Source: an optimization exercise on an open RTL-to-GDS flow (aim: small area and a short achievable clock period). Production flows keep margins and buffers that such runs may drop.
At most, simulation tests tie the RTL to the original design; equivalence was not proved.
No functional check of the RTL was part of run 6.

==> flow/design.v (outline; a module is shown in full before it is edited, if it fits) <==
// module HarmonicMean: 57 lines
// module hm_divrow: 694 lines
// module hm_mul16lo: 418 lines
// module hm_sum4: 15 lines
module HarmonicMean (
    input wire clk,
    input wire reset,
    input wire [15:0] data1,
    input wire [15:0] data2,
    input wire [15:0] data3,
    input wire [15:0] data4,
    input wire data_valid1,
    input wire data_valid2,
    input wire data_valid3,
    input wire data_valid4,
    output wire [15:0] harmonic_mean,
    output reg data_ready
);
  // ...
==> flow/flow/run.sh <==
#!/bin/bash
# Standard synthesis, then full-adder polarity clean-up on its netlist, then the
# standard layout from that netlist. Each tool's output goes to its own log here.
set -euo pipefail
R=orfs/results/$FLOW_PLATFORM/HarmonicMean/base
bash standard.sh synth > synth.log 2>&1
cp $R/1_2_yosys.v 1_2_yosys.standard.v
python3 flow/fapol.py 1_2_yosys.standard.v $R/1_2_yosys.v > fapol.log 2>&1
bash standard.sh finish SETUP_SLACK_MARGIN=26 "BUFFER_PORTS_ARGS=-buffer_cell sky130_fd_sc_hd__buf_2" > layout.log 2>&1
==> flow/flow/fapol.py <==
#!/usr/bin/env python3
"""Flips the polarity of full-adder cells in a Yosys netlist to remove inverters.

A full adder is self-dual: fa(~a, ~b, ~c) = (~cout, ~sum). Flipping one takes the
complements of its inputs (reusing inverters already there) and complements its
outputs (absorbing the inverters on them). A flip is kept when it lowers the
inverter count. usage: fapol.py in.v out.v
"""
import re, sys
from collections import defaultdict

src = open(sys.argv[1]).read()
mod_m = re.search(r'^module\s+(\w+)\s*\((.*?)\);', src, re.S | re.M)
body_start = mod_m.end()
end_idx = src.rindex('endmodule')
body = src[body_start:end_idx]

inst_re = re.compile(r'^\s*(sky130_fd_sc_hd__\w+)\s+(\S+)\s*\((.*?)\);', re.S | re.M)
pin_re = re.compile(r'\.(\w+)\(([^()]*)\)')
insts = {}
order = []
for m in inst_re.finditer(body):
    typ, name, pins = m.group(1), m.group(2), m.group(3)
    insts[name] = {'type': typ, 'pins': {p: n.strip() for p, n in pin_re.findall(pins)}}
    order.append(name)
other = inst_re.sub('', body)  # declarations and assigns
assert 'assign' not in other or True
ports_out = set()
for m in re.finditer(r'^\s*output\s+(\[\d+:\d+\]\s+)?(\S+)\s*;', body, re.M):
    rng, nm = m.group(1), m.group(2)
    if rng:
        a, b = map(int, re.findall(r'\d+', rng))
        for i in range(min(a, b), max(a, b) + 1):
            ports_out.add(f'{nm}[{i}]')
    else:
        ports_out.add(nm)
assigns = re.findall(r'^\s*assign\s+(.*?)\s*=\s*(.*?);', other, re.M)
assign_nets = set()
for l, r in assigns:
    assign_nets.add(l.strip()); assign_nets.add(r.strip())

def is_inv(t): return re.fullmatch(r'sky130_fd_sc_hd__(clk)?inv_\d+', t) is not None
def is_fa(t): return re.fullmatch(r'sky130_fd_sc_hd__fa_\d+', t) is not None
OUTPINS = {'X', 'Y', 'Q', 'Q_N', 'COUT', 'SUM', 'HI', 'LO'}

def norm(n):
    return n.replace(' ', '')

def maps():
    drv, loads = {}, defaultdict(list)
    for nm, ins in insts.items():
        for p, n in ins['pins'].items():
            if not n: continue
            k = norm(n)
            if p in OUTPINS: drv[k] = (nm, p)
            else: loads[k].append((nm, p))
    return drv, loads

cnt = [0]
newwires = []
def fresh():
    cnt[0] += 1
    w = f'fapol_n{cnt[0]}'
    newwires.append(w)
    return w
def new_inv(a, y):
    cnt[0] += 1
    nm = f'fapol_i{cnt[0]}'
    insts[nm] = {'type': 'sky130_fd_sc_hd__inv_1', 'pins': {'A': a, 'Y': y}}
    return nm

def protected(n):
    return norm(n) in ports_out or norm(n) in assign_nets

def delta(f, drv, loads):
    ins = insts[f]['pins']
    d = 0
    seen = set()
    for p in ('A', 'B', 'CIN'):
        n = norm(ins[p])
        if n in seen: continue
        seen.add(n)
        dv = drv.get(n)
        if dv and is_inv(insts[dv[0]]['type']):
            ld = loads[n]
            if all(x[0] == f for x in ld) and not protected(n): d -= 1
        elif any(is_inv(insts[x[0]]['type']) for x in loads[n]):
            pass
        else:
            d += 1
    for p in ('SUM', 'COUT'):
        n = norm(ins.get(p, ''))
        if not n: continue
        ld = loads[n]
        k = [x for x in ld if is_inv(insts[x[0]]['type'])]
        rest = [x for x in ld if not is_inv(insts[x[0]]['type'])]
        d -= len([x for x in k if not protected(insts[x[0]]['pins']['Y'])])
        if rest or protected(n): d += 1
    return d

def flip(f, drv, loads):
    ins = insts[f]['pins']
    comp = {}
    for p in ('A', 'B', 'CIN'):
        n = norm(ins[p])
        if n in comp:
            ins[p] = comp[n]; continue
        dv = drv.get(n)
        if dv and is_inv(insts[dv[0]]['type']):
            c = insts[dv[0]]['pins']['A']
        else:
            invs = [x for x in loads[n] if is_inv(insts[x[0]]['type'])]
            if invs:
                c = insts[invs[0][0]]['pins']['Y']
            else:
                c = fresh(); new_inv(ins[p], c)
        comp[n] = c
        ins[p] = c
    for p in ('SUM', 'COUT'):
        n = ins.get(p, '')
        if not n or not n.strip(): continue
        nn = fresh()
        ins[p] = nn
        new_inv(nn, n)

def cleanup():
    changed = True
    while changed:
        changed = False
        drv, loads = maps()
        for nm in list(insts):
            ins = insts.get(nm)
            if ins is None or not is_inv(ins['type']): continue
            y = norm(ins['pins']['Y'])
            if not loads[y] and not protected(y):
                del insts[nm]; changed = True; continue
            a = norm(ins['pins']['A'])
            dv = drv.get(a)
            if dv and is_inv(insts[dv[0]]['type']) and not protected(y):
                m = insts[dv[0]]['pins']['A']
                for (ln, lp) in loads[y]:
                    insts[ln]['pins'][lp] = m
                del insts[nm]; changed = True
        if changed: continue
        # merge inverters on the same input
        byin = defaultdict(list)
        for nm, ins in insts.items():
            if is_inv(ins['type']): byin[norm(ins['pins']['A'])].append(nm)
        for a, lst in byin.items():
            if len(lst) < 2: continue
            keep = lst[0]
            ky = insts[keep]['pins']['Y']
            for nm in lst[1:]:
                y = norm(insts[nm]['pins']['Y'])
                if protected(y): continue
                for (ln, lp) in loads[y]:
                    insts[ln]['pins'][lp] = ky
                del insts[nm]; changed = True
            if changed: break

def ninv():
    return sum(1 for i in insts.values() if is_inv(i['type']))

cleanup()
before = ninv()
it = 0
while True:
    drv, loads = maps()
    best, bd = None, 0
    for nm, ins in insts.items():
        if is_fa(ins['type']):
            d = delta(nm, drv, loads)
            if d < bd: best, bd = nm, d
    if best is None: break
    flip(best, drv, loads)
    cleanup()
    it += 1
after = ninv()
print(f'fapol: {it} flips, inverters {before} -> {after}', file=sys.stderr)

# write out
def fmt(n):
    n = n.strip()
    return n + ' ' if n.startswith('\\') else n
used = set()
for ins in insts.values():
    for n in ins['pins'].values(): used.add(norm(n))
lines = []
decl = other
wires = ''.join(f'  wire {w};\n' for w in newwires if w in used)
out = src[:body_start] + decl.rstrip('\n') + '\n' + wires
for nm, ins in insts.items():
    pins = ',\n'.join(f'    .{p}({fmt(n)})' for p, n in ins['pins'].items())
    out += f'  {ins["type"]} {nm} (\n{pins}\n  );\n'
out += 'endmodule\n' + src[end_idx + len('endmodule'):].lstrip('\n')
open(sys.argv[2], 'w').write(out)
==> flow/standard.sh <==
#!/bin/bash
# synth_recipe.tcl (not shown) runs the flow's synth.tcl, then flattens the netlist and writes it again
# the make line also repeats each setting of config.mk as NAME=value (left out here)
make -C /OpenROAD-flow-scripts/flow DESIGN_CONFIG=/design/flow/config.mk WORK_HOME=/design/flow/orfs CLKGATE_MAP_FILE= SYNTH_SCRIPT=/design/flow/synth_recipe.tcl "${@:-finish}"
==> flow/config.mk <==
export PLATFORM = sky130hd
export DESIGN_NAME = HarmonicMean
export DESIGN_NICKNAME = HarmonicMean
export VERILOG_FILES = /design/flow/design.v
export SDC_FILE = /design/flow/constraint.sdc
export NUM_CORES = 4
export LEC_CHECK = 0
export ABC_AREA = 1
export CAP_MARGIN = 20
export CORE_MARGIN = 2
export CORE_UTILIZATION = 60
export CTS_BUF_LIST = sky130_fd_sc_hd__clkbuf_4 sky130_fd_sc_hd__clkbuf_8
export PLACE_DENSITY = 0.7
export SLEW_MARGIN = 20
==> flow/constraint.sdc <==
create_clock -name core_clock -period 56.0 [get_ports {clk}]
set_input_delay 11.2000 -clock core_clock [delete_from_list [all_inputs] [get_ports {clk}]]
set_output_delay 11.2000 -clock core_clock [all_outputs]
set_load 0.01 [all_outputs]
==> reports/summary.txt, run 1 <==
CRITICAL PATH
---------------------------------------------------------------------------
Cell family contributing the most delay on the critical path .  adder cells

STA
---------------------------------------------------------------------------
# setup viols final ..........................................            0
Share of the cycle needed by the critical path after routing .        52.6%

FLOW RUN
---------------------------------------------------------------------------
Max Cap Viol .................................................            0

CELLS AND AREA
---------------------------------------------------------------------------
Total number of multi-input combinational cells ..............        1,898
Number of clock buffers in the layout ........................            5
Logic inverters ..............................................          289
NonClk Buf Share .............................................        4.47%
Area delta synth->final ......................................        8.00%
Area-dominant cell class after layout ........................ multi-input combinational cells
Seq area share ...............................................        5.20%

CLOCK TREE
---------------------------------------------------------------------------
Maximum clock insertion buffer count .........................            2
Clock Root Buffer ............................................     clkbuf_8
CTS Buf Count ................................................            5
Number of resized instances in the post-cts repair step ......           36

STATUS
---------------------------------------------------------------------------
Result of the run ............................................ finished clean

PLACE
---------------------------------------------------------------------------
Total instance count after detailed placement ................        2,700

YOSYS
---------------------------------------------------------------------------
Syn nets .....................................................        2,868

FLOORPLANNING
---------------------------------------------------------------------------
Vertical die dimension .......................................       177 µm

ROUTING
---------------------------------------------------------------------------
Vias after detailed routing ..................................       15,900

==> run 2, diff against run 1 <==
--- a/flow/flow/run.sh
+++ b/flow/flow/run.sh
@@ -6,4 +6,4 @@
 bash standard.sh synth > synth.log 2>&1
 cp $R/1_2_yosys.v 1_2_yosys.standard.v
 python3 flow/fapol.py 1_2_yosys.standard.v $R/1_2_yosys.v > fapol.log 2>&1
-bash standard.sh finish SETUP_SLACK_MARGIN=26 "BUFFER_PORTS_ARGS=-buffer_cell sky130_fd_sc_hd__buf_2" > layout.log 2>&1
+bash standard.sh finish SETUP_SLACK_MARGIN=26 > layout.log 2>&1
--- a/flow/config.mk
+++ b/flow/config.mk
@@ -8,7 +8,5 @@
 export ABC_AREA = 1
 export CAP_MARGIN = 20
 export CORE_MARGIN = 2
-export CORE_UTILIZATION = 60
-export CTS_BUF_LIST = sky130_fd_sc_hd__clkbuf_4 sky130_fd_sc_hd__clkbuf_8
-export PLACE_DENSITY = 0.7
+export CORE_UTILIZATION = 40
 export SLEW_MARGIN = 20
==> run 2 against run 1 <==
  * Largest cell class unchanged
  * Worst setup slack gained 0.25 ns
  * Sequential share of layout area shrank 0.33 points
  * Non-clock buffer count grew 44
  * Utilization shrank 19 points
  * Still clean on timing, DRC and antenna
  * Hold slack gained 0.012 ns
  * Register-to-register slack gained 0.34 ns
  * Critical endpoint is now rem_q[15]
  * Clock-buffer cell count is the same
  * Routed wire length grew 4.3%
  * Via count shrank 1.2%
  * Final cell count grew 9.0%
  * First-iteration DRC count shrank 22%
==> reports/summary.txt, run 2 <==
CELLS AND AREA
------------------------------------------------------------------------------------------------------
Fraction of layout instances using a drive strength above 1 .............................        11.4%   was 12.5%
Registers with the highest flip-flop counts ............................................. den_q (16), rem_q (16), qhi_q (7)   unchanged
Final design area excluding fillers .....................................................   20,700 µm²   was 19,500 µm²
Antenna cell count ......................................................................            0   unchanged
Layout net count ........................................................................        2,983   was 2,937
Non-filler instance count after layout ..................................................        3,005   was 2,758
Utilization after layout ................................................................        46.6%   was 65.7%
Commonest non-fill, non-tap cells in the layout ......................................... nand2_1 (778), fa_1 (333), inv_1 (268), ha_1 (139), nor2_1 (127)   was nand2_1 (781), fa_1 (348), inv_1 (271), ha_1 (139), nor2_1 (127)
Most frequent standard cell in the layout excluding fill and tap cells ..................      nand2_1   unchanged
Area delta synth->final .................................................................        14.6%   was 8.00%

ROUTING
------------------------------------------------------------------------------------------------------
Total wirelength of the detailed-routed design ..........................................    52,800 µm   was 50,600 µm
Routed wirelength normalized by instance count ..........................................      17.6 µm   was 18.4 µm
Via density per instance ................................................................         5.24   was 5.78
Met1 layer wirelength in the final routing ..............................................    21,600 µm   was 18,800 µm
Total met2 wirelength after detailed routing ............................................    26,700 µm   was 25,700 µm
Vias after detailed routing .............................................................       15,700   was 15,900
Highest routing layer actually used .....................................................         met4   unchanged
Post-route DRC violation count ..........................................................            0   unchanged
DRT Pass-1 Iters ........................................................................            6   was 5
Routed wire length on met3 ..............................................................      2780 µm   was 3220 µm
Violation count after the first detailed-route iteration ................................          884   was 1,127
Number of nets still failing antenna checks after routing ...............................            0   unchanged

CRITICAL PATH
------------------------------------------------------------------------------------------------------
Crit path top cell by count .............................................................         fa_1   unchanged
Delay of the slowest critical-path stage ................................................      0.62 ns   was 0.64 ns
R2r worst-path depth ....................................................................            3   was 2
Critical R2R Capture ....................................................................     den_q[8]   unchanged
Slowest library cell on the worst path ..................................................         fa_1   unchanged
CP endpoint kind ........................................................................         flop   unchanged
Start point of the critical path ........................................................     data4[3]   was data3[0]
Arrival time reported for the critical path endpoint ....................................     29.40 ns   was 29.58 ns
Maximum fanout count along the critical path ............................................            7   was 17
Worst setup path category ............................................................... primary input to flop   unchanged
Critical Path Source Type ............................................................... primary input   unchanged
Crit path required time .................................................................     56.22 ns   was 56.15 ns
Buffers and inverters on the worst path .................................................           15   was 12
Cell family contributing the most delay on the critical path ............................  adder cells   unchanged
Setup slack of the worst register-to-register path ......................................     54.66 ns   was 54.32 ns
Startpoint of the most critical register-to-register path ...............................     den_q[8]   unchanged

GRT
------------------------------------------------------------------------------------------------------
Initial antenna violation count .........................................................            0   unchanged
Global router's overall resource usage ..................................................        22.8%   was 33.1%
Pin count of the biggest net entering global routing ....................................           44   unchanged
Via count of the first global-routing pass ..............................................       16,200   was 16,400
Grt ovf .................................................................................            0   unchanged
Wire length of the first global-routing pass ............................................    85,100 µm   was 81,500 µm

FLOORPLANNING
------------------------------------------------------------------------------------------------------
DIE WIDTH ...............................................................................       216 µm   was 177 µm
Starting Density ........................................................................        40.7%   was 60.8%
Rows ....................................................................................           77   was 63
Standard cell core area .................................................................   44,300 µm²   was 29,600 µm²
Die area ................................................................................   46,800 µm²   was 31,500 µm²
Vertical die dimension ..................................................................       216 µm   was 177 µm
Number of placed I/O pins ...............................................................           87   unchanged

STA
------------------------------------------------------------------------------------------------------
RSZ-0062 raised after global routing ....................................................           no   was yes
Worst slew margin relative to its limit .................................................        39.9%   was 36.0%
Final setup skew ........................................................................         0 ns   unchanged
Final Hold Viols ........................................................................            0   unchanged
# setup viols final .....................................................................            0   unchanged
Final worst-path setup slack ............................................................     26.82 ns   was 26.57 ns
Crit path time final ....................................................................     29.18 ns   was 29.43 ns
Peak clock frequency supported by timing ................................................     34.3 MHz   was 34.0 MHz
Final TNS setup .........................................................................         0 ns   unchanged
Pins Over Slew Limit ....................................................................            0   unchanged
Slew of the pin with the lowest slew margin .............................................     0.896 ns   was 0.954 ns
Share of the cycle needed by the critical path after routing ............................        52.1%   was 52.6%
Worst Hold Margin .......................................................................     0.504 ns   was 0.492 ns

CLOCK TREE
------------------------------------------------------------------------------------------------------
Insertion delay of the later-clocked pin in the worst-skew pair .........................      0.28 ns   was 0.30 ns
Clock transition at the register clock pins on the worst setup and hold paths after CTS .      0.06 ns   was 0.08 ns
Clock tree from TritonCTS ...............................................................        built   unchanged
Number of hold buffers added after CTS ..................................................            0   unchanged
Number of H-tree levels .................................................................            2   unchanged
Maximum clock insertion buffer count ....................................................            2   unchanged
Total number of clock tree sinks ........................................................           40   unchanged
Clock Root Buffer .......................................................................    clkbuf_16   was clkbuf_8
CTS Buf Count ...........................................................................            5   unchanged

YOSYS
------------------------------------------------------------------------------------------------------
Cells after Synth .......................................................................        2,298   unchanged
Syn nets ................................................................................        2,868   unchanged
Syn_area_per_cell .......................................................................     7.85 µm²   unchanged
Warning count from the yosys run ........................................................            1   unchanged
Cell Area, Synth ........................................................................   18,000 µm²   unchanged

MIN PATH
------------------------------------------------------------------------------------------------------
Worst min-delay path class .............................................................. flop to flop   unchanged
Worst Hold Path EP ......................................................................     den_q[0]   was qhi_q[9]
Hold path startpoint ....................................................................     den_q[0]   was qhi_q[9]
Worst hold stages .......................................................................            2   was 1

PLACE
------------------------------------------------------------------------------------------------------
Total instance count after detailed placement ...........................................        2,919   was 2,700
Port bufs ...............................................................................           86   unchanged
Setup Slack @ Placement .................................................................     22.95 ns   was 23.32 ns
Final Wtd Congestion ....................................................................        0.919   was 0.914
Post-DP HPWL ............................................................................    42,300 µm   was 40,100 µm
Dpl cell area ...........................................................................   19,400 µm²   was 18,600 µm²

STATUS
------------------------------------------------------------------------------------------------------
Result of the run ....................................................................... finished clean   unchanged

FLOW RUN
------------------------------------------------------------------------------------------------------
Max Cap Viol ............................................................................            0   unchanged

==> run 2: timing repair <==
action | CTS | global route
resized for setup | 40 | 134
buffers inserted | 12 | 58
gates cloned | 3 | 6
endpoints found under the setup margin | 10 | 9
pin swaps | 7 | 35
==> run 2: cell type report <==
class | count | area [µm²]
clock inverter | 2 | 60.1
multi-input combinational | 1899 | 16000
fill | 4314 | 23700
sequential | 40 | 1010
inverter | 287 | 1100
tap | 592 | 741
clock buffer | 5 | 125
timing repair buffer | 177 | 1650
timing repair inverter | 3 | 17.5
==> run 2: worst max-delay path by stage <==
| stage | cells past startpoint | slack [ns] | to |
|---|---|---|---|
| floorplan | 88 | 26.61 | rem_q[11] |
| global placement | 112 | 23.26 | harmonic_mean[0] |
| detailed placement | 117 | 22.95 | harmonic_mean[0] |
| CTS | 89 | 26.00 | rem_q[15] |
| global route | 90 | 25.82 | rem_q[15] |
| finish | 88 | 26.82 | rem_q[15] |
==> run 2: layer usage <==
metal / up-vias / track usage, %
li1: 7359 / -
met4: 0 / 7.03
met2: 526 / 41.4
met1: 7736 / 29.1
met5: - / 0
met3: 111 / 1.46
==> run 2: worst register-to-register path: stages (launching register included) <==
cell and delay [ns]:
dfrtp_1 0.40, buf_4 0.22, inv_1 0.40, o21ai_0 0.17
==> run 3, diff against run 2 <==
--- a/flow/config.mk
+++ b/flow/config.mk
@@ -6,7 +6,7 @@
 export NUM_CORES = 4
 export LEC_CHECK = 0
 export ABC_AREA = 1
-export CAP_MARGIN = 20
+export CAP_MARGIN = 70
 export CORE_MARGIN = 2
 export CORE_UTILIZATION = 40
-export SLEW_MARGIN = 20
+export SLEW_MARGIN = 70
==> run 3 against run 2 <==
  * Final cell count fell by 0.33%
  * Routed wire length barely moved
  * Non-clock buffer count fell by 6
==> reports/summary.txt, run 3 <==
FLOW RUN
------------------------------------------------------------------------------------------------------
Max Cap Viol ............................................................................            0   unchanged

CRITICAL PATH
------------------------------------------------------------------------------------------------------
Crit path to ............................................................................    rem_q[15]   unchanged
Crit path required time .................................................................     56.22 ns   about the same
Maximum fanout count along the critical path ............................................           14   was 7
CP endpoint kind ........................................................................         flop   unchanged
Critical R2R Capture ....................................................................     den_q[8]   unchanged
Cell family contributing the most delay on the critical path ............................  adder cells   unchanged
R2r worst-path depth ....................................................................            3   unchanged
Worst setup path category ............................................................... primary input to flop   unchanged
Arrival time reported for the critical path endpoint ....................................     29.26 ns   was 29.40 ns
Start point of the critical path ........................................................     data2[3]   was data4[3]
Slowest library cell on the worst path ..................................................         fa_2   was fa_1
Buffers and inverters on the worst path .................................................           14   was 15
Startpoint of the most critical register-to-register path ...............................     den_q[8]   unchanged
Setup slack of the worst register-to-register path ......................................     54.89 ns   was 54.66 ns
Delay of the slowest critical-path stage ................................................      0.61 ns   was 0.62 ns
Total stage count of the critical path ..................................................           88   unchanged
Crit path top cell by count .............................................................      nand2_1   was fa_1
Critical Path Source Type ............................................................... primary input   unchanged

FLOORPLANNING
------------------------------------------------------------------------------------------------------
Vertical die dimension ..................................................................       216 µm   unchanged
DIE WIDTH ...............................................................................       216 µm   unchanged
Die area ................................................................................   46,800 µm²   unchanged
Starting Density ........................................................................        40.7%   unchanged
Rows ....................................................................................           77   unchanged
Standard cell core area .................................................................   44,300 µm²   unchanged
Number of placed I/O pins ...............................................................           87   unchanged

CLOCK TREE
------------------------------------------------------------------------------------------------------
Clock Root Buffer .......................................................................    clkbuf_16   unchanged
Clock tree from TritonCTS ...............................................................        built   unchanged
Maximum clock insertion buffer count ....................................................            2   unchanged
Insertion delay of the later-clocked pin in the worst-skew pair .........................      0.28 ns   about the same
Total number of clock tree sinks ........................................................           40   unchanged
Number of H-tree levels .................................................................            2   unchanged
CTS Buf Count ...........................................................................            5   unchanged
Number of hold buffers added after CTS ..................................................            0   unchanged
Clock transition at the register clock pins on the worst setup and hold paths after CTS .      0.06 ns   about the same

STA
------------------------------------------------------------------------------------------------------
Final TNS setup .........................................................................         0 ns   unchanged
Final Hold Viols ........................................................................            0   unchanged
# setup viols final .....................................................................            0   unchanged
Pins Over Slew Limit ....................................................................            0   unchanged
Crit path time final ....................................................................     29.05 ns   was 29.18 ns
Slew of the pin with the lowest slew margin .............................................     0.510 ns   was 0.896 ns
Final setup skew ........................................................................         0 ns   unchanged
Share of the cycle needed by the critical path after routing ............................        51.9%   was 52.1%
Peak clock frequency supported by timing ................................................     34.4 MHz   was 34.3 MHz
Worst slew margin relative to its limit .................................................        65.9%   was 39.9%
RSZ-0062 raised after global routing ....................................................          yes   was no

ROUTING
------------------------------------------------------------------------------------------------------
DRT Pass-1 Iters ........................................................................            5   was 6
Post-route DRC violation count ..........................................................            0   unchanged
Via density per instance ................................................................         5.26   was 5.24
Violation count after the first detailed-route iteration ................................          926   was 884
Number of nets still failing antenna checks after routing ...............................            0   unchanged
Routed wirelength normalized by instance count ..........................................      17.6 µm   about the same
Total wirelength of the detailed-routed design ..........................................    52,800 µm   about the same
Vias after detailed routing .............................................................       15,800   was 15,700

YOSYS
------------------------------------------------------------------------------------------------------
Cells after Synth .......................................................................        2,298   unchanged
Syn_area_per_cell .......................................................................     7.85 µm²   unchanged
Syn nets ................................................................................        2,868   unchanged
Cell Area, Synth ........................................................................   18,000 µm²   unchanged
Warning count from the yosys run ........................................................            1   unchanged

PLACE
------------------------------------------------------------------------------------------------------
Total instance count after detailed placement ...........................................        2,923   was 2,919
Post-DP HPWL ............................................................................    42,400 µm   was 42,300 µm
Final Wtd Congestion ....................................................................        0.919   unchanged
Port bufs ...............................................................................           86   unchanged

CELLS AND AREA
------------------------------------------------------------------------------------------------------
Commonest non-fill, non-tap cells in the layout ......................................... nand2_1 (775), fa_1 (331), inv_1 (268), ha_1 (133), nor2_1 (129)   was nand2_1 (778), fa_1 (333), inv_1 (268), ha_1 (139), nor2_1 (127)
Registers with the highest flip-flop counts ............................................. den_q (16), rem_q (16), qhi_q (7)   unchanged
Filler cells ............................................................................        4,398   was 4,314
Area delta synth->final .................................................................        13.8%   was 14.6%
Layout net count ........................................................................        2,972   was 2,983
Non-filler instance count after layout ..................................................        2,995   was 3,005
Most frequent standard cell in the layout excluding fill and tap cells ..................      nand2_1   unchanged
Antenna cell count ......................................................................            0   unchanged
Fraction of layout instances using a drive strength above 1 .............................        12.8%   was 11.4%

GRT
------------------------------------------------------------------------------------------------------
Initial antenna violation count .........................................................            0   unchanged
Grt ovf .................................................................................            0   unchanged
Global router's overall resource usage ..................................................        22.9%   was 22.8%
Via count of the first global-routing pass ..............................................       16,600   was 16,200
Pin count of the biggest net entering global routing ....................................           44   unchanged
Wire length of the first global-routing pass ............................................    85,700 µm   was 85,100 µm

MIN PATH
------------------------------------------------------------------------------------------------------
Worst min-delay path class .............................................................. flop to flop   unchanged

STATUS
------------------------------------------------------------------------------------------------------
Result of the run ....................................................................... finished clean   unchanged

run 3: metal layers:
layer / routed length, µm / GRT usage, %
met1: 21600 / 29.5
met2: 26700 / 41.4
met3: 2650 / 1.22
met4: 1770 / 7.05
met5: 0 / 0
run 3: how the worst min path moves through the flow:
stage                  start       end  slack (ns)  cells after the start
detailed placement  qhi_q[9]  qhi_q[9]        0.50                      1
floorplan           rem_q[3]  rem_q[3]        0.47                      2
global placement    qhi_q[9]  qhi_q[9]        0.49                      1
global route        qhi_q[9]  qhi_q[9]        0.52                      1
finish              qhi_q[9]  qhi_q[9]        0.51                      1
CTS                 qhi_q[9]  qhi_q[9]        0.52                      1
run 3: repair_timing:
action | 4_1_cts | 5_1_grt
pin swaps | 5 | 38
gates cloned | 2 | 2
setup buffers | 11 | 49
resized for setup | 30 | 121
setup endpoints to repair | 10 | 10
run 3: final cells by class:
class	count	area, µm²	area share (%)
multi-input cells	1896	16100	78.2
repair buffers	171	1450	7.06
inverters	287	1110	5.40
flip-flops and latches	40	1010	4.94
well taps	592	741	3.61
clock buffers	6	139	0.677
clock inverters	2	15.0	0.0732
repair inverters	1	5.00	0.0244
run 3: worst register-to-register path, cell delays in order, from the launching register on:
cell	delay, ns
dfrtp_1	0.40
buf_4	0.22
inv_2	0.23
o21ai_0	0.14
run 3: per-stage QoR:
step	utilization (%)	cell area [µm²]	setup slack, ns	hold slack, ns
6_report	46.3	20500	26.95	0.510
5_1_grt	46.3	20500	25.83	0.518
4_1_cts	44.5	19700	26.03	0.517
3_5_place_dp	43.7	19400	24.56	0.502
3_3_place_gp	43.7	19400	23.26	0.491
2_1_floorplan	-	18000	26.61	0.475
==> run 4, diff against run 3 <==
--- a/flow/config.mk
+++ b/flow/config.mk
@@ -5,7 +5,7 @@
 export SDC_FILE = /design/flow/constraint.sdc
 export NUM_CORES = 4
 export LEC_CHECK = 0
-export ABC_AREA = 1
+export ABC_AREA = 0
 export CAP_MARGIN = 70
 export CORE_MARGIN = 2
 export CORE_UTILIZATION = 40
==> run 4 against run 3 <==
  * Still clean on timing, DRC and antenna
  * Final area rose by 8.4%
  * Critical path depth rose by 26
  * Register-to-register slack got worse by 0.14 ns
  * Critical path type is now flop to output port
  * Highest routed layer unchanged
==> reports/summary.txt, run 4 <==
STATUS
------------------------------------------------------------------------------------------------------
Result of the run ....................................................................... finished clean   unchanged

CRITICAL PATH
------------------------------------------------------------------------------------------------------
CP endpoint kind ........................................................................  output port   was flop
Crit path required time .................................................................     44.80 ns   was 56.22 ns
Crit path top cell by count .............................................................        buf_6   was nand2_1
Setup slack of the worst register-to-register path ......................................     54.75 ns   was 54.89 ns
Start point of the critical path ........................................................    den_q[12]   was data2[3]
Startpoint of the most critical register-to-register path ...............................     den_q[8]   unchanged
Maximum fanout count along the critical path ............................................            6   was 14
Arrival time reported for the critical path endpoint ....................................     19.13 ns   was 29.26 ns
Slowest library cell on the worst path ..................................................        or4_2   was fa_2
Critical Path Source Type ...............................................................         flop   was primary input
Delay of the slowest critical-path stage ................................................      0.67 ns   was 0.61 ns
Worst setup path category ............................................................... flop to output port   was primary input to flop

PLACE
------------------------------------------------------------------------------------------------------
Setup Slack @ Placement .................................................................     21.80 ns   was 24.56 ns
Dpl cell area ...........................................................................   19,600 µm²   was 19,400 µm²
Final Wtd Congestion ....................................................................        0.877   was 0.919
Port bufs ...............................................................................           86   unchanged
Post-DP HPWL ............................................................................    38,700 µm   was 42,400 µm

GRT
------------------------------------------------------------------------------------------------------
Pin count of the biggest net entering global routing ....................................           43   was 44
GR Util met1 ............................................................................        29.2%   was 29.5%
Most Crowded Layer GR ...................................................................         met2   unchanged
Global-route met2 utilization ...........................................................        38.4%   was 41.4%
Wire length of the first global-routing pass ............................................    82,300 µm   was 85,700 µm
Grt ovf .................................................................................            0   unchanged
Via count of the first global-routing pass ..............................................       15,700   was 16,600
Initial antenna violation count .........................................................            0   unchanged
Met3 Use GR .............................................................................        2.58%   was 1.22%
Global router's overall resource usage ..................................................        22.1%   was 22.9%

CLOCK TREE
------------------------------------------------------------------------------------------------------
Number of H-tree levels .................................................................            2   unchanged
Clock transition at the register clock pins on the worst setup and hold paths after CTS .      0.06 ns   about the same
Maximum clock insertion buffer count ....................................................            2   unchanged
Clock Root Buffer .......................................................................    clkbuf_16   unchanged
Total number of clock tree sinks ........................................................           40   unchanged
Insertion delay of the later-clocked pin in the worst-skew pair .........................      0.29 ns   was 0.28 ns
CTS Buf Count ...........................................................................            5   unchanged
Clock tree from TritonCTS ...............................................................        built   unchanged

CELLS AND AREA
------------------------------------------------------------------------------------------------------
Area used by multi-input combinational logic ............................................   17,200 µm²   was 16,100 µm²
FF+latch area ...........................................................................     1020 µm²   was 1010 µm²
Registers with the highest flip-flop counts ............................................. den_q (16), rem_q (16), qhi_q (7)   unchanged
Antenna cell count ......................................................................            0   unchanged
Layout net count ........................................................................        2,690   was 2,972
Fraction of layout instances using a drive strength above 1 .............................        25.2%   was 12.8%
Final design area excluding fillers .....................................................   22,300 µm²   was 20,500 µm²
Filler cells ............................................................................        4,034   was 4,398
Most frequent standard cell in the layout excluding fill and tap cells ..................         fa_1   was nand2_1
Area delta synth->final .................................................................        23.9%   was 13.8%
Commonest non-fill, non-tap cells in the layout ......................................... fa_1 (317), and2_1 (263), nand2_1 (199), buf_4 (182), inv_1 (135)   was nand2_1 (775), fa_1 (331), inv_1 (268), ha_1 (133), nor2_1 (129)

FLOORPLANNING
------------------------------------------------------------------------------------------------------
Standard cell core area .................................................................   44,300 µm²   unchanged
DIE WIDTH ...............................................................................       216 µm   about the same
Starting Density ........................................................................        40.5%   was 40.7%
Die area ................................................................................   46,600 µm²   was 46,800 µm²
Rows ....................................................................................           77   unchanged
Vertical die dimension ..................................................................       216 µm   about the same
Number of placed I/O pins ...............................................................           87   unchanged

STA
------------------------------------------------------------------------------------------------------
Final TNS setup .........................................................................         0 ns   unchanged
RSZ-0062 raised after global routing ....................................................          yes   unchanged
Crit path time final ....................................................................     30.33 ns   was 29.05 ns
# setup viols final .....................................................................            0   unchanged
Peak clock frequency supported by timing ................................................     33.0 MHz   was 34.4 MHz
Final setup skew ........................................................................         0 ns   unchanged
Worst slew margin relative to its limit .................................................        66.5%   was 65.9%
Final Hold Viols ........................................................................            0   unchanged
Share of the cycle needed by the critical path after routing ............................        54.2%   was 51.9%
Final worst-path setup slack ............................................................     25.67 ns   was 26.95 ns
Slew of the pin with the lowest slew margin .............................................     0.502 ns   was 0.510 ns
Pins Over Slew Limit ....................................................................            0   unchanged

YOSYS
------------------------------------------------------------------------------------------------------
Cells after Synth .......................................................................        1,878   was 2,298
Warning count from the yosys run ........................................................            1   unchanged
Syn_area_per_cell .......................................................................     9.56 µm²   was 7.85 µm²
Syn nets ................................................................................        2,448   was 2,868
Cell Area, Synth ........................................................................   18,000 µm²   about the same

ROUTING
------------------------------------------------------------------------------------------------------
Post-route DRC violation count ..........................................................            0   unchanged
Vias after detailed routing .............................................................       14,500   was 15,800
Routed wirelength normalized by instance count ..........................................      19.0 µm   was 17.6 µm
Total wirelength of the detailed-routed design ..........................................    51,600 µm   was 52,800 µm
Via density per instance ................................................................         5.34   was 5.26
Number of nets still failing antenna checks after routing ...............................            0   unchanged
Violation count after the first detailed-route iteration ................................          717   was 926
DRT Pass-1 Iters ........................................................................            5   unchanged

MIN PATH
------------------------------------------------------------------------------------------------------
Hold path startpoint ....................................................................    qhi_q[12]   was qhi_q[9]
Worst min-delay path class .............................................................. flop to flop   unchanged

FLOW RUN
------------------------------------------------------------------------------------------------------
Max Cap Viol ............................................................................            0   unchanged

==> run 4: per-stage QoR <==
step	util, %	hold WS, ns	cells
after floorplan	-	0.443	1878
after global placement	44.0	0.462	2505
after detailed placement	44.1	0.470	2511
after CTS	47.7	0.485	2653
after global routing	50.2	0.509	2713
final	50.2	0.476	2713
==> run 4: routing by layer <==
layer	vias to the layer above	part of all wire, %
met4	0	2.5
met2	418	50
met5	-	0
li1	6552	-
met1	7429	43
met3	87	4.7
==> run 4: area by class of cell <==
type,instances,share of cell area (%)
clock buffers,5,0.562
inverters,152,2.69
well taps,592,3.33
clock inverters,3,0.208
multi-input cells,1624,77.4
flip-flops and latches,40,4.58
repair buffers,297,11.2
==> run 4: worst max-delay path: cells and delay by family, from the launching register on <==
kind	cells	cell delay (ns)
fa+ha+maj	9	2.22
buf+inv	28	3.14
compound gates	51	7.92
mux	4	1.02
simple gates	22	4.09
flops	1	0.40
==> run 4: worst paths after layout <==
check,endpoint,depth (start not counted)
worst max-delay path,harmonic_mean[0],114
worst min-delay path,qhi_q[12],2
worst max register to register,den_q[8],3
worst min register to register,qhi_q[12],2
max in group asynchronous,den_q[0],3
min in group asynchronous,qhi_q[9],3
==> run 4: repair_timing <==
item / 4_1_cts / 5_1_grt
cloned: 1 / 2
resized for setup: 142 / 154
pin swaps: 97 / 143
endpoints found under the setup margin: 10 / 10
setup buffers: 133 / 58
hold buffers: 0 / 0
==> run 5, diff against run 4 <==
--- a/flow/flow/run.sh
+++ b/flow/flow/run.sh
@@ -6,4 +6,4 @@
 bash standard.sh synth > synth.log 2>&1
 cp $R/1_2_yosys.v 1_2_yosys.standard.v
 python3 flow/fapol.py 1_2_yosys.standard.v $R/1_2_yosys.v > fapol.log 2>&1
-bash standard.sh finish SETUP_SLACK_MARGIN=26 > layout.log 2>&1
+bash standard.sh finish > layout.log 2>&1
--- a/flow/config.mk
+++ b/flow/config.mk
@@ -5,7 +5,7 @@
 export SDC_FILE = /design/flow/constraint.sdc
 export NUM_CORES = 4
 export LEC_CHECK = 0
-export ABC_AREA = 0
+export ABC_AREA = 1
 export CAP_MARGIN = 70
 export CORE_MARGIN = 2
 export CORE_UTILIZATION = 40
==> run 5 against run 4 <==
  * Die area is 0.38% higher
  * Highest routed layer unchanged
  * Still clean
  * Area after synthesis up 0.39%
  * Flip-flop and latch count unchanged
  * Critical path type unchanged
  * Final area decreased by 12%
  * Utilization fell by 6.1 points
  * Final cell count is 8.0% higher
  * Clock-buffer cell count grew 1
  * Critical path depth grew 12
==> reports/summary.txt, run 5 <==
CELLS AND AREA
------------------------------------------------------------------------------------------------------
Area delta synth->final .................................................................        8.45%   was 23.9%
Most frequent standard cell in the layout excluding fill and tap cells ..................      nand2_1   was fa_1
Registers with the highest flip-flop counts ............................................. den_q (16), rem_q (16), qhi_q (7)   unchanged
Utilization after layout ................................................................        44.1%   was 50.2%
Area used by multi-input combinational logic ............................................   15,700 µm²   was 17,200 µm²
Fraction of layout instances using a drive strength above 1 .............................        6.54%   was 25.2%
Filler cells ............................................................................        4,468   was 4,034
FF+latch area ...........................................................................     1010 µm²   was 1020 µm²
Antenna cell count ......................................................................            0   unchanged
Commonest non-fill, non-tap cells in the layout ......................................... nand2_1 (785), fa_1 (358), inv_1 (275), nor2_1 (137), ha_1 (136)   was fa_1 (317), and2_1 (263), nand2_1 (199), buf_4 (182), inv_1 (135)
Layout net count ........................................................................        2,908   was 2,690

CLOCK TREE
------------------------------------------------------------------------------------------------------
Maximum clock insertion buffer count ....................................................            2   unchanged
Number of resized instances in the post-cts repair step .................................            0   was 142
Number of H-tree levels .................................................................            2   unchanged
Number of hold buffers added after CTS ..................................................            0   unchanged
Clock Root Buffer .......................................................................    clkbuf_16   unchanged
Clock tree from TritonCTS ...............................................................        built   unchanged
CTS Buf Count ...........................................................................            5   unchanged
Total number of clock tree sinks ........................................................           40   unchanged
Clock transition at the register clock pins on the worst setup and hold paths after CTS .      0.06 ns   about the same
Insertion delay of the later-clocked pin in the worst-skew pair .........................      0.28 ns   was 0.29 ns
# Post-CTS Setup Buffers ................................................................            0   was 133

STA
------------------------------------------------------------------------------------------------------
Final TNS setup .........................................................................         0 ns   unchanged
Slew of the pin with the lowest slew margin .............................................     0.433 ns   was 0.502 ns
Final Hold Viols ........................................................................            0   unchanged
Final setup skew ........................................................................         0 ns   unchanged
Share of the cycle needed by the critical path after routing ............................        56.8%   was 54.2%
# setup viols final .....................................................................            0   unchanged
Pins Over Slew Limit ....................................................................            0   unchanged
Worst slew margin relative to its limit .................................................        71.1%   was 66.5%
RSZ-0062 raised after global routing ....................................................           no   was yes
Crit path time final ....................................................................     31.82 ns   was 30.33 ns
Peak clock frequency supported by timing ................................................     31.4 MHz   was 33.0 MHz

ROUTING
------------------------------------------------------------------------------------------------------
Total wirelength of the detailed-routed design ..........................................    51,200 µm   was 51,600 µm
Routed wirelength normalized by instance count ..........................................      17.5 µm   was 19.0 µm
Vias after detailed routing .............................................................       15,400   was 14,500
DRT Pass-1 Iters ........................................................................            5   unchanged
Violation count after the first detailed-route iteration ................................          928   was 717
Post-route DRC violation count ..........................................................            0   unchanged
Number of nets still failing antenna checks after routing ...............................            0   unchanged
Via density per instance ................................................................         5.25   was 5.34

YOSYS
------------------------------------------------------------------------------------------------------
Syn_area_per_cell .......................................................................     7.85 µm²   was 9.56 µm²
Cells after Synth .......................................................................        2,298   was 1,878
Syn nets ................................................................................        2,868   was 2,448
Warning count from the yosys run ........................................................            1   unchanged
Cell Area, Synth ........................................................................   18,000 µm²   about the same

FLOW RUN
------------------------------------------------------------------------------------------------------
Max Cap Viol ............................................................................            0   unchanged

FLOORPLANNING
------------------------------------------------------------------------------------------------------
Rows ....................................................................................           77   unchanged
Die area ................................................................................   46,800 µm²   was 46,600 µm²
Starting Density ........................................................................        40.7%   was 40.5%
Number of placed I/O pins ...............................................................           87   unchanged
Vertical die dimension ..................................................................       216 µm   about the same
Standard cell core area .................................................................   44,300 µm²   unchanged
DIE WIDTH ...............................................................................       216 µm   about the same

CRITICAL PATH
------------------------------------------------------------------------------------------------------
Delay of the slowest critical-path stage ................................................      0.66 ns   was 0.67 ns
Crit path required time .................................................................     44.80 ns   about the same
Critical Path Source Type ...............................................................         flop   unchanged
Maximum fanout count along the critical path ............................................           23   was 6
Arrival time reported for the critical path endpoint ....................................     20.62 ns   was 19.13 ns
Slowest library cell on the worst path ..................................................      dfstp_2   was or4_2
Worst setup path category ............................................................... flop to output port   unchanged
Crit path top cell by count .............................................................      nand2_1   was buf_6
CP endpoint kind ........................................................................  output port   unchanged

GRT
------------------------------------------------------------------------------------------------------
Via count of the first global-routing pass ..............................................       16,500   was 15,700
Grt ovf .................................................................................            0   unchanged
Global router's overall resource usage ..................................................        22.8%   was 22.1%
Wire length of the first global-routing pass ............................................    85,200 µm   was 82,300 µm
Initial antenna violation count .........................................................            0   unchanged
Pin count of the biggest net entering global routing ....................................           44   was 43

STATUS
------------------------------------------------------------------------------------------------------
Result of the run ....................................................................... finished clean   unchanged

PLACE
------------------------------------------------------------------------------------------------------
Post-DP HPWL ............................................................................    42,400 µm   was 38,700 µm
Port bufs ...............................................................................           86   unchanged
Final Wtd Congestion ....................................................................        0.919   was 0.877

MIN PATH
------------------------------------------------------------------------------------------------------
Worst min-delay path class .............................................................. flop to flop   unchanged

run 5: area by class of cell:
cell class                 count  share of cell area (%)
inverter                     287                    5.55
clock inverter                 2                  0.0768
tap                          592                    3.79
clock buffer                   6                   0.710
timing repair buffer         111                    4.66
sequential                    40                    5.18
multi-input combinational   1893                    80.0
run 5: stage by stage:
stage / hold WS, ns / std cells / area, µm² / setup slack [ns]
floorplan: 0.475 / 2298 / 18000 / 26.61
global placement: 0.491 / 2919 / 19400 / 23.26
detailed placement: 0.502 / 2923 / 19400 / 24.56
CTS: 0.517 / 2931 / 19500 / 24.21
global route: 0.518 / 2931 / 19600 / 21.92
finish: 0.507 / 2931 / 19600 / 24.18
run 5: per-layer routing:
| layer | GRT usage, % | vias up | part of all wire (%) |
|---|---|---|---|
| li1 | - | 7207 | - |
| met5 | 0 | - | 0 |
| met1 | 29.4 | 7644 | 42 |
| met2 | 41.4 | 451 | 51 |
| met3 | 1.21 | 88 | 3.9 |
| met4 | 6.69 | 0 | 2.8 |
run 5: worst paths after layout:
path / startpoint / to / slack (ns) / cells past startpoint
worst max-delay path: den_q[0] / harmonic_mean[0] / 24.18 / 126
worst min-delay path: qhi_q[9] / qhi_q[9] / 0.51 / 1
worst max register to register: den_q[8] / den_q[8] / 54.89 / 3
worst min register to register: qhi_q[9] / qhi_q[9] / 0.51 / 1
max in group asynchronous: reset / den_q[0] / 44.40 / 3
min in group asynchronous: reset / rem_q[14] / 11.29 / 3
run 5: worst max-delay path, delay by kind of cell (launching register included):
| family | cells | cell delay (ns) |
|---|---|---|
| compound gates | 38 | 6.46 |
| simple gates | 55 | 5.86 |
| fa+ha+maj | 11 | 3.46 |
| buf+inv | 21 | 3.45 |
| flops | 1 | 0.66 |
| mux | 1 | 0.38 |
==> module HarmonicMean, before the edit <==
module HarmonicMean (
    input wire clk,
    input wire reset,
    input wire [15:0] data1,
    input wire [15:0] data2,
    input wire [15:0] data3,
    input wire [15:0] data4,
    input wire data_valid1,
    input wire data_valid2,
    input wire data_valid3,
    input wire data_valid4,
    output wire [15:0] harmonic_mean,
    output reg data_ready
);
wire [15:0] p12, p34, hm_num, hm_den;
hm_mul16lo u_m12 (.a(data1), .b(data2), .p(p12));
hm_mul16lo u_m34 (.a(data3), .b(data4), .p(p34));
hm_mul16lo u_mn (.a(p12), .b(p34), .p(hm_num));
hm_sum4 u_sum (.a(data1), .b(data2), .c(data3), .d(data4), .s(hm_den));
wire all_valid = data_valid1 & data_valid2 & data_valid3 & data_valid4;
wire [15:0] ra [9:16];
wire [15:9] qa;
assign ra[16] = hm_num;
genvar i;
generate
    for (i = 15; i >= 9; i = i - 1) begin : rowa
        hm_divrow #(.I(i)) u (.r(ra[i+1]), .d(hm_den), .q(qa[i]), .rn(ra[i]));
    end
endgenerate
reg [15:0] rem_q;
reg [15:0] den_q;
reg [15:9] qhi_q;
always @(posedge clk or posedge reset) begin
    if (reset) begin
        rem_q <= 16'd0;
        den_q <= 16'd1;
        qhi_q <= 0;
        data_ready <= 1'b0;
    end else begin
        if (all_valid) begin
            rem_q <= ra[9];
            den_q <= hm_den;
            qhi_q <= qa;
        end
        data_ready <= all_valid;
    end
end
wire [15:0] rb [0:9];
wire [8:0] qb;
assign rb[9] = rem_q;
generate
    for (i = 8; i >= 0; i = i - 1) begin : rowb
        hm_divrow #(.I(i)) u (.r(rb[i+1]), .d(den_q), .q(qb[i]), .rn(rb[i]));
    end
endgenerate
assign harmonic_mean = {qhi_q, qb};
endmodule
==> run 6, diff against run 5 <==
--- a/flow/design.v
+++ b/flow/design.v
@@ -18,18 +18,18 @@
 hm_mul16lo u_mn (.a(p12), .b(p34), .p(hm_num));
 hm_sum4 u_sum (.a(data1), .b(data2), .c(data3), .d(data4), .s(hm_den));
 wire all_valid = data_valid1 & data_valid2 & data_valid3 & data_valid4;
-wire [15:0] ra [9:16];
-wire [15:9] qa;
+wire [15:0] ra [10:16];
+wire [15:10] qa;
 assign ra[16] = hm_num;
 genvar i;
 generate
-    for (i = 15; i >= 9; i = i - 1) begin : rowa
+    for (i = 15; i >= 10; i = i - 1) begin : rowa
         hm_divrow #(.I(i)) u (.r(ra[i+1]), .d(hm_den), .q(qa[i]), .rn(ra[i]));
     end
 endgenerate
 reg [15:0] rem_q;
 reg [15:0] den_q;
-reg [15:9] qhi_q;
+reg [15:10] qhi_q;
 always @(posedge clk or posedge reset) begin
     if (reset) begin
         rem_q <= 16'd0;
@@ -38,18 +38,18 @@
         data_ready <= 1'b0;
     end else begin
         if (all_valid) begin
-            rem_q <= ra[9];
+            rem_q <= ra[10];
             den_q <= hm_den;
             qhi_q <= qa;
         end
         data_ready <= all_valid;
     end
 end
-wire [15:0] rb [0:9];
-wire [8:0] qb;
-assign rb[9] = rem_q;
+wire [15:0] rb [0:10];
+wire [9:0] qb;
+assign rb[10] = rem_q;
 generate
-    for (i = 8; i >= 0; i = i - 1) begin : rowb
+    for (i = 9; i >= 0; i = i - 1) begin : rowb
         hm_divrow #(.I(i)) u (.r(rb[i+1]), .d(den_q), .q(qb[i]), .rn(rb[i]));
     end
 endgenerate
--- a/flow/flow/run.sh
+++ b/flow/flow/run.sh
@@ -6,4 +6,4 @@
 bash standard.sh synth > synth.log 2>&1
 cp $R/1_2_yosys.v 1_2_yosys.standard.v
 python3 flow/fapol.py 1_2_yosys.standard.v $R/1_2_yosys.v > fapol.log 2>&1
-bash standard.sh finish > layout.log 2>&1
+bash standard.sh finish SETUP_SLACK_MARGIN=26 > layout.log 2>&1
==> run 6 against run 5 <==
  * Synthesized cell count grew 1.5%
  * Clock-buffer cell count decreased by 1
  * Area after synthesis increased by 0.67%
  * Sequential share of layout area fell by 0.52 points
  * Final area is 8.2% higher
  * Hold slack got worse by 0.019 ns
  * First-iteration DRC count down 3.9%
==> reports/summary.txt, run 6 <==
STATUS
------------------------------------------------------------------------------------------------------
Result of the run ....................................................................... finished clean   unchanged

CRITICAL PATH
------------------------------------------------------------------------------------------------------
CP endpoint kind ........................................................................  output port   unchanged
Worst setup path category ............................................................... flop to output port   unchanged
Maximum fanout count along the critical path ............................................            7   was 23
Crit path required time .................................................................     44.80 ns   about the same
Delay of the slowest critical-path stage ................................................      0.55 ns   was 0.66 ns
Cell family contributing the most delay on the critical path ............................ compound AO/OA/AOI/OAI gates   unchanged
Slowest library cell on the worst path ..................................................      dfstp_2   unchanged
Crit path top cell by count .............................................................      nand2_2   was nand2_1
Critical Path Source Type ...............................................................         flop   unchanged
Arrival time reported for the critical path endpoint ....................................     18.11 ns   was 20.62 ns
Buffers and inverters on the worst path .................................................           18   was 21

FLOORPLANNING
------------------------------------------------------------------------------------------------------
DIE WIDTH ...............................................................................       217 µm   was 216 µm
Die area ................................................................................   47,100 µm²   was 46,800 µm²
Number of placed I/O pins ...............................................................           87   unchanged
Starting Density ........................................................................        40.3%   was 40.7%
Standard cell core area .................................................................   45,100 µm²   was 44,300 µm²
Rows ....................................................................................           78   was 77
Vertical die dimension ..................................................................       217 µm   was 216 µm

GRT
------------------------------------------------------------------------------------------------------
Global router's overall resource usage ..................................................        22.7%   was 22.8%
Pin count of the biggest net entering global routing ....................................           49   was 44
Initial antenna violation count .........................................................            0   unchanged
Wire length of the first global-routing pass ............................................    84,500 µm   was 85,200 µm
Grt ovf .................................................................................            0   unchanged
Via count of the first global-routing pass ..............................................       16,500   about the same

CLOCK TREE
------------------------------------------------------------------------------------------------------
Clock Root Buffer .......................................................................    clkbuf_16   unchanged
Clock transition at the register clock pins on the worst setup and hold paths after CTS .      0.06 ns   about the same
Number of H-tree levels .................................................................            2   unchanged
Maximum clock insertion buffer count ....................................................            2   unchanged
Number of hold buffers added after CTS ..................................................            0   unchanged
Insertion delay of the later-clocked pin in the worst-skew pair .........................      0.29 ns   was 0.28 ns
Clock tree from TritonCTS ...............................................................        built   unchanged
CTS Buf Count ...........................................................................            5   unchanged
Total number of clock tree sinks ........................................................           39   was 40

YOSYS
------------------------------------------------------------------------------------------------------
Syn nets ................................................................................        2,903   was 2,868
Cell Area, Synth ........................................................................   18,200 µm²   was 18,000 µm²
Cells after Synth .......................................................................        2,333   was 2,298
Syn_area_per_cell .......................................................................     7.78 µm²   was 7.85 µm²
Warning count from the yosys run ........................................................            1   unchanged

CELLS AND AREA
------------------------------------------------------------------------------------------------------
FF+latch area ...........................................................................      985 µm²   was 1010 µm²
Registers with the highest flip-flop counts ............................................. den_q (16), rem_q (16), qhi_q (6)   was den_q (16), rem_q (16), qhi_q (7)
Area delta synth->final .................................................................        16.6%   was 8.45%
Area used by multi-input combinational logic ............................................   16,400 µm²   was 15,700 µm²
Antenna cell count ......................................................................            0   unchanged
Utilization after layout ................................................................        46.9%   was 44.1%
Filler cells ............................................................................        4,420   was 4,468
Fraction of layout instances using a drive strength above 1 .............................        16.8%   was 6.54%
Most frequent standard cell in the layout excluding fill and tap cells ..................      nand2_1   unchanged
Layout net count ........................................................................        3,040   was 2,908
Commonest non-fill, non-tap cells in the layout ......................................... nand2_1 (727), fa_1 (349), inv_1 (286), nor2_1 (149), ha_1 (126)   was nand2_1 (785), fa_1 (358), inv_1 (275), nor2_1 (137), ha_1 (136)

STA
------------------------------------------------------------------------------------------------------
Share of the cycle needed by the critical path after routing ............................        52.3%   was 56.8%
Pins Over Slew Limit ....................................................................            0   unchanged
RSZ-0062 raised after global routing ....................................................          yes   was no
Final setup skew ........................................................................         0 ns   unchanged
Final Hold Viols ........................................................................            0   unchanged
Crit path time final ....................................................................     29.31 ns   was 31.82 ns
Peak clock frequency supported by timing ................................................     34.1 MHz   was 31.4 MHz
Worst slew margin relative to its limit .................................................        65.7%   was 71.1%
Final TNS setup .........................................................................         0 ns   unchanged
Slew of the pin with the lowest slew margin .............................................     0.515 ns   was 0.433 ns
# setup viols final .....................................................................            0   unchanged

ROUTING
------------------------------------------------------------------------------------------------------
Routed wirelength normalized by instance count ..........................................      17.6 µm   was 17.5 µm
Post-route DRC violation count ..........................................................            0   unchanged
Violation count after the first detailed-route iteration ................................          892   was 928
Total wirelength of the detailed-routed design ..........................................    54,100 µm   was 51,200 µm
DRT Pass-1 Iters ........................................................................            5   unchanged
Number of nets still failing antenna checks after routing ...............................            0   unchanged
Vias after detailed routing .............................................................       16,000   was 15,400
Via density per instance ................................................................         5.22   was 5.25

MIN PATH
------------------------------------------------------------------------------------------------------
Worst min-delay path class .............................................................. flop to flop   unchanged

PLACE
------------------------------------------------------------------------------------------------------
Port bufs ...............................................................................           86   unchanged
Final Wtd Congestion ....................................................................        0.906   was 0.919
Post-DP HPWL ............................................................................    41,900 µm   was 42,400 µm

FLOW RUN
------------------------------------------------------------------------------------------------------
Max Cap Viol ............................................................................            0   unchanged

-- run 6: changes by cell type in the layout (fill, tap and decap cells not counted), sizes merged, moves of 6 or more --
| cell | change |
|---|---|
| buf | +102 |
| inv | +28 |
| nor2 | +20 |
| xnor2 | -11 |
| o21ai | -9 |
| a21oi | +7 |
| clkdlybuf4s50 | -7 |
| nand2 | -7 |
| o21a | +6 |
-- run 6: layout make-up --
cell class,instances,area share [%]
Multi-Input combinational cell,1902,77.4
Timing Repair Buffer,206,7.86
Inverter,315,5.68
Sequential cell,39,4.65
Tap cell,600,3.55
Clock buffer,5,0.591
Clock inverter,3,0.219
Timing Repair inverter,1,0.0296
-- run 6: worst register-to-register path: cells and delay by family (launching register included) --
kind | cells | cell delay (ns)
compound gates | 1 | 0.14
buf+inv | 2 | 0.49
flops | 1 | 0.41
-- run 6: path summary, 6_finish.rpt --
check                          start               end  slack (ns)  cells past startpoint
min reg2reg                rem_q[15]         rem_q[15]        0.49                      2
min                        rem_q[15]         rem_q[15]        0.49                      2
max reg2reg                 den_q[8]          den_q[8]       54.83                      3
max in group asynchronous      reset          den_q[0]       44.38                      3
min in group asynchronous      reset         qhi_q[13]       11.30                      3
max                         den_q[0]  harmonic_mean[0]       26.69                    130
-- run 6: metal layers --
layer	GRT usage [%]	wire length, µm	share of wire, %
met5	0	0	0
met2	40.4	27300	50
met1	28.6	22000	41
met4	8.81	2250	4.2
met3	2.00	2560	4.7
-- run 6: repair_timing --
action / CTS / global route
resized for setup: 33 / 150
gates cloned: 2 / 4
pin swaps: 11 / 88
endpoints found under the setup margin: 2 / 9
setup buffers: 26 / 71
endpoints found under the hold margin: 0 / 0
-- run 6: through the flow --
step | cell area [µm²] | hold slack [ns] | instances | setup WS [ns]
after floorplan | 18200 | 0.449 | 2333 | 26.97
after global placement | 19500 | 0.473 | 2956 | 22.66
after detailed placement | 19400 | 0.477 | 2959 | 23.97
after CTS | 19900 | 0.492 | 2995 | 26.02
after global routing | 21200 | 0.573 | 3071 | 25.61
final | 21200 | 0.488 | 3071 | 26.69

-- what the ideal ports hide --
The flow's constraints put no driver on any port. The routed layouts listed below were extracted and timed again, unchanged, in two steps.
Step 1, drivers: a clkbuf_16 drives clk and a buf_2 each remaining input, both assumed.
Step 2 adds t to the input delays and takes it off the output delays; t is the mean of the earliest and latest rising clock arrival at the registers after step 1. Input paths then give back, and output paths get back, about the clock's delay inside the block.
Slacks: ideal ports / drivers / drivers and shift; pairs: ideal ports / drivers.
run | t (ns) | setup slack, ns | hold slack, ns | worst setup path at the end | worst register clock-pin slew, ns
run 1 | 0.327 | 26.566 / 26.540 / 26.213 | 0.492 / 0.492 / 0.492 | input to register | 0.08 / 0.08
run 2 | 0.326 | 26.819 / 26.836 / 26.510 | 0.504 / 0.504 / 0.504 | input to register | 0.06 / 0.06
run 3 | 0.321 | 26.955 / 26.968 / 26.647 | 0.510 / 0.510 / 0.510 | input to register | 0.06 / 0.06
run 4 | 0.332 | 25.671 / 25.633 / 25.965 | 0.476 / 0.476 / 0.476 | register to output | 0.06 / 0.06
run 5 | 0.320 | 24.177 / 24.139 / 24.459 | 0.507 / 0.507 / 0.507 | register to output | 0.06 / 0.06
run 6 | 0.332 | 26.686 / 26.639 / 26.841 | 0.488 / 0.488 / 0.488 | input to register | 0.07 / 0.07
After both steps every run listed still meets setup and hold. For run 1, which loses most, drivers alone change the setup slack by -0.026 ns; drivers and shift together by -0.353 ns.
